Source: an optimization exercise on an open RTL-to-GDS flow (aim: small area, a short achievable clock period and few clock cycles per item). Production flows keep margins and buffers that such runs may drop.
Function was checked by simulation only, so behaviour that the tests miss may differ from the original.

==> inputs of job 1710 <==
Design multiplier, start of the top module:
module multiplier(opA, opB, op_en, clk, rst, res, add, sub, done);
    input [31:0] opA, opB;
    input op_en, clk, rst;
    output [63:0] res;
    output reg [4:0] add, sub;
    output reg done;
    reg [31:0] X, Y;                  
    reg [1:0] cnt;                    
    reg [3:0] neg, one, two;          
    reg [63:0] r;                     
    reg [2:0] cv;                     
    wire fA1 = (&opA[31:7] | ~|opA[31:7]);
    wire fA2 = (&opA[31:15] | ~|opA[31:15]);
    wire fA3 = (&opA[31:23] | ~|opA[31:23]);
    wire fB1 = (&opB[31:7] | ~|opB[31:7]);
    wire fB2 = (&opB[31:15] | ~|opB[31:15]);
    wire fB3 = (&opB[31:23] | ~|opB[31:23]);
    wire sw = (fA1 & ~fB1) | (fA2 & ~fB2) | (fA3 & ~fB3);
    wire fM1 = fA1 | fB1;
    wire fM2 = fA2 | fB2;
    wire fM3 = fA3 | fB3;
    reg [1:0] start;
    reg [8:0] wA, wB;
    reg [63:0] rinit;
    always @(*) begin
        start = 2'd0;
        rinit = 64'hffffffff56000000;
        wA = {opA[7], opA[6], opA[5], opA[4], opA[3], opA[2], opA[1], opA[0], 1'b0};
        wB = {opB[7], opB[6], opB[5], opB[4], opB[3], opB[2], opB[1], opB[0], 1'b0};
        if (!fM1) begin start = 2'd1; rinit = 64'hffffffff55560000; wA = {opA[15], opA[14], opA[13], opA[12], opA[11], opA[10], opA[9], opA[8], opA[7]}; wB = {opB[15], opB[14], opB[13], opB[12], opB[11], opB[10], opB[9], opB[8], opB[7]}; end
  ...
clock: 8.0 ns
lec_check: 0
cap_margin: 20
core_margin: 2
core_utilization: 40
place_density: 0.6
setup_slack_margin: 3
slew_margin: 20
run.sh (not shown) runs the stock make flow with config.mk's settings and CLKGATE_MAP_FILE= SYNTH_SCRIPT=/design/flow/synth_recipe.tcl, a recipe that flattens the netlist after the stock synthesis.
==> job 8697: changes against job 1710 <==
--- a/flow/design.v
+++ b/flow/design.v
@@ -51,20 +51,20 @@
             2'd2: wn = {Y[15], Y[14], Y[13], Y[12], Y[11], Y[10], Y[9], Y[8], Y[7]};
             2'd3: wn = {Y[23], Y[22], Y[21], Y[20], Y[19], Y[18], Y[17], Y[16], Y[15]};
             default: ;
         endcase
     end
-    wire [33:0] m0 = two[0] ? {X[31], X, 1'b0} : one[0] ? {{2{X[31]}}, X} : 34'd0;
+    wire [33:0] m0 = ({34{two[0]}} & {X[31], X, 1'b0}) | ({34{one[0]}} & {{2{X[31]}}, X});
     wire [33:0] q0 = m0 ^ {34{neg[0]}};
     wire [33:0] u0 = {~q0[33], q0[32:0]};
-    wire [33:0] m1 = two[1] ? {X[31], X, 1'b0} : one[1] ? {{2{X[31]}}, X} : 34'd0;
+    wire [33:0] m1 = ({34{two[1]}} & {X[31], X, 1'b0}) | ({34{one[1]}} & {{2{X[31]}}, X});
     wire [33:0] q1 = m1 ^ {34{neg[1]}};
     wire [33:0] u1 = {~q1[33], q1[32:0]};
-    wire [33:0] m2 = two[2] ? {X[31], X, 1'b0} : one[2] ? {{2{X[31]}}, X} : 34'd0;
+    wire [33:0] m2 = ({34{two[2]}} & {X[31], X, 1'b0}) | ({34{one[2]}} & {{2{X[31]}}, X});
     wire [33:0] q2 = m2 ^ {34{neg[2]}};
     wire [33:0] u2 = {~q2[33], q2[32:0]};
-    wire [33:0] m3 = two[3] ? {X[31], X, 1'b0} : one[3] ? {{2{X[31]}}, X} : 34'd0;
+    wire [33:0] m3 = ({34{two[3]}} & {X[31], X, 1'b0}) | ({34{one[3]}} & {{2{X[31]}}, X});
     wire [33:0] q3 = m3 ^ {34{neg[3]}};
     wire [33:0] u3 = {~q3[33], q3[32:0]};
     wire ts1, tc2; assign {tc2, ts1} = neg[3] + u0[6];
     wire ts3, tc4; assign {tc4, ts3} = u0[7] + u1[5];
     wire ts5, tc6; assign {tc6, ts5} = r[0] + u0[8] + u1[6];
@@ -168,36 +168,14 @@
     wire ts201, tc202; assign {tc202, ts201} = r[30] + u3[32] + tc128;
     wire ts203, tc204; assign {tc204, ts203} = r[31] + u3[33];
     wire [40:0] rs = {tc204, tc202, tc200, tc198, tc196, tc194, tc192, tc190, tc188, tc186, tc184, tc182, tc180, tc178, tc176, tc174, tc172, tc170, tc168, tc166, tc164, tc162, tc160, tc158, tc156, tc154, tc152, tc150, tc148, tc146, tc144, tc142, tc140, tc138, tc136, tc134, tc132, tc130, u1[0], u0[1], neg[0]};
     wire [40:0] rc = {1'b0, ts203, ts201, ts199, ts197, ts195, ts193, ts191, ts189, ts187, ts185, ts183, ts181, ts179, ts177, ts175, ts173, ts171, ts169, ts167, ts165, ts163, ts161, ts159, ts157, ts155, ts153, ts151, ts149, ts147, ts145, ts143, ts141, ts139, ts137, ts135, ts133, ts131, ts129, 1'b0, u0[0]};
     wire [40:0] low = rs + rc;
-    wire [23:0] cvx;
-    assign cvx[0] = cv[0];
-    assign cvx[1] = 1'b0;
-    assign cvx[2] = 1'b0;
-    assign cvx[3] = 1'b0;
-    assign cvx[4] = 1'b0;
-    assign cvx[5] = 1'b0;
-    assign cvx[6] = 1'b0;
-    assign cvx[7] = 1'b0;
-    assign cvx[8] = cv[1];
-    assign cvx[9] = 1'b0;
-    assign cvx[10] = 1'b0;
-    assign cvx[11] = 1'b0;
-    assign cvx[12] = 1'b0;
-    assign cvx[13] = 1'b0;
-    assign cvx[14] = 1'b0;
-    assign cvx[15] = 1'b0;
-    assign cvx[16] = cv[2];
-    assign cvx[17] = 1'b0;
-    assign cvx[18] = 1'b0;
-    assign cvx[19] = 1'b0;
-    assign cvx[20] = 1'b0;
-    assign cvx[21] = 1'b0;
-    assign cvx[22] = 1'b0;
-    assign cvx[23] = 1'b0;
-    assign res = {r[63:40] + cvx, r[39:0]};
+    wire [8:0] o0 = r[47:40] + cv[0] + 1'b0;
+    wire [8:0] o1 = r[55:48] + cv[1] + o0[8];
+    wire [8:0] o2 = r[63:56] + cv[2] + o1[8];
+    assign res = {o2[7:0], o1[7:0], o0[7:0], r[39:0]};
     wire [31:0] B = opB;
     wire [31:0] rise = B & ~{B[30:0], 1'b0};
     wire [15:0] pr;
     genvar j;
     generate for (j = 0; j < 16; j = j + 1) begin : pair
- CORE_UTILIZATION: 40 -> 60
- CTS_BUF_LIST: not set -> sky130_fd_sc_hd__clkbuf_4 sky130_fd_sc_hd__clkbuf_8
- CTS_CLUSTER_SIZE: not set -> 30
- PLACE_DENSITY: 0.6 -> 0.7
- SETUP_SLACK_MARGIN: 3 -> 5
- TNS_END_PERCENT: not set -> 0
==> notes.md <==
Die Span Y: job 1710 200 µm; job 8697 162 µm
Number of multi-input logic gates: job 1710 1189; job 8697 1054
Sum of net half-perimeters after detailed placement: job 1710 36600 µm; job 8697 29800 µm
Layout clock area frac: job 1710 3.01%; job 8697 2.39%
Critical Path Start Type: job 1710 flip-flop; job 8697 primary input
Multi-input gate share of total cell area: job 1710 55.0%; job 8697 55.6%
Area share of the largest cell type after synthesis: job 1710 26.1%; job 8697 26.5%
Number of inserted filler cells in the final layout: job 1710 3587; job 8697 1865
Core region area: job 1710 37700 µm²; job 8697 24500 µm²
Number of antenna violations at the first check in global routing: job 1710 0; job 8697 1
Floorplan die area: job 1710 39800 µm²; job 8697 26400 µm²
Worst hold margin: job 1710 512 ps; job 8697 512 ps
Run status: job 1710 no timing/DRC/antenna violations; job 8697 no timing/DRC/antenna violations
Placed cell count: job 1710 2193; job 8697 1888
Xor-xnor portion of the synthesized cell area: job 1710 10.9%; job 8697 10.9%
Seq/Total Area, Yosys: job 1710 28.1%; job 8697 28.5%
Clock edge transition at the registers on the reported setup and hold paths: job 1710 70 ps; job 8697 100 ps
Per-cell via count in the routed design: job 1710 5.54; job 8697 5.99
Required time of the critical path: job 1710 8200 ps; job 8697 8330 ps
Multiplexer share of the synthesized area: job 1710 1.88%; job 8697 4.85%
Max_slew headroom: job 1710 35.4%; job 8697 35.9%
Met2 WL post-DR: job 1710 22300 µm; job 8697 17900 µm
Met3 capacity usage during global routing: job 1710 4.51%; job 8697 4.56%
Testbench counts of job 1710, summed over its fixed seeds: cycles 4,819, ops 1,600.
Testbench counts of job 8697, summed over its fixed seeds: cycles 4,819, ops 1,600.

========
==> inputs of job 8814 <==
multiplier with an RTL version that a note above also has.
clock: 8.0 ns
lec_check: 0
cap_margin: 20
core_margin: 2
core_utilization: 50
place_density: 0.65
setup_slack_margin: 5
slew_margin: 20
tns_end_percent: 0
==> job 8599: changes against job 8814 <==
CORE_UTILIZATION = 40   (was 50)
PLACE_DENSITY = 0.6   (was 0.65)
SETUP_SLACK_MARGIN = 3   (was 5)
TNS_END_PERCENT = unset   (was 0)
==> comparison table <==
	job 8814	job 8599
Via count of the first global-routing pass	11,400	11,500
Proportion of final cell area spent on non-clock buffers	10.5%	12.0%
Global-route wire length before repair	64,000 um	66,000 um
Slew margin rel.	36.1%	35.0%
Crit path top cell by count	mux2_2	fa_2
Post-layout utilization of the core	59.1%	49.2%
Post-Layout Cell Count	2,016	2,186
Outcome	complete, no violations	complete, no violations
Routing usage on met3	4.43%	3.65%
Met3 WL post-DR	2610 um	2860 um
Largest fanout of any net on the critical path	25	3
Average via count per standard cell	5.78	5.44
End of the critical path	one[3]$_DFF_P_	add[2]$_DFFE_PP_
Total half-perimeter wirelength after legalization and detailed placement	30,300 um	31,700 um
Testbench counts of job 8814, summed over its fixed seeds: cycles 4,819, ops 1,600.
Testbench counts of job 8599, summed over its fixed seeds: cycles 4,819, ops 1,600.

========
==> try-umber <==
multiplier, a different RTL version from the one above (not shown whole).
Settings: LEC_CHECK=0, CAP_MARGIN=20, CORE_MARGIN=2, CORE_UTILIZATION=50, PLACE_DENSITY=0.65, SETUP_SLACK_MARGIN=5, SLEW_MARGIN=20, TNS_END_PERCENT=0; clock period 8.0 ns.
==> try-harbor (differences from try-umber) <==
CORE_UTILIZATION = 60   (was 50)
CTS_CLUSTER_SIZE = 30   (was not set)
PLACE_DENSITY = 0.7   (was 0.65)
==> notes.md <==
Overall fraction of global-route tracks in use: try-umber 26.75%; try-harbor 32.35%
Grt met2 use: try-umber 40.05%; try-harbor 52.03%
Layout area overhead: try-umber 17.79%; try-harbor 16.26%
Area occupied by multi-input gates: try-umber 9871 sq um; try-harbor 9754 sq um
Floorplan row count: try-umber 63; try-harbor 57
Post-layout instance count excluding filler cells: try-umber 2031; try-harbor 1963
Routed via count: try-umber 11950; try-harbor 12090
Met2 wirelength from detailed routing: try-umber 18.55 mm; try-harbor 19.70 mm
Share of post-route cells with drive strength above 1: try-umber 14.93%; try-harbor 14.03%
Multi-input logic cell count: try-umber 1124; try-harbor 1123
Run status: try-umber no timing/DRC/antenna violations; try-harbor no timing/DRC/antenna violations
Met1 usage: try-umber 38.96%; try-harbor 43.56%
Testbench counts of try-umber, summed over its fixed seeds: cycles 4,819, ops 1,600.
Testbench counts of try-harbor, summed over its fixed seeds: cycles 4,819, ops 1,600.

[static timing again, ports no longer ideal]
How much do the figures lean on ideal ports? The routed layouts below were timed once more, with nothing changed but the port constraints.
Step 1, drivers: a clkbuf_16 drives clk and a buf_2 each remaining input, both assumed.
Step 2 moves the port delays by t, midway between the first and last clock arrival at a register: inputs arrive t later, outputs are due t later. That takes back most of the time a late clock gives input paths.
a / b / c = ideal ports / drivers / drivers and shift; a / b = the first two.
run	t (ns)	setup slack, ns	hold WS [ns]	worst slew at a driven data input, ns	cell pins on the clock port's net
job 1710	0.504	2.972 / 2.972 / 2.509	0.512 / 0.512 / 0.512	0.06	1
job 8697	0.502	2.861 / 2.886 / 2.384	0.512 / 0.512 / 0.512	0.05	1
job 8814	0.485	2.901 / 2.898 / 2.447	0.519 / 0.519 / 0.519	0.04	1
job 8599	0.494	2.991 / 2.953 / 2.516	0.500 / 0.500 / 0.500	0.06	1
try-umber	0.483	2.988 / 3.010 / 2.526	0.521 / 0.521 / 0.521	0.05	1
try-harbor	0.482	3.000 / 3.024 / 2.542	0.535 / 0.535 / 0.535	0.06	1
After both steps every run listed still meets setup and hold. For job 8697, which loses most, drivers alone change the setup slack by +0.025 ns; drivers and shift together by -0.477 ns.
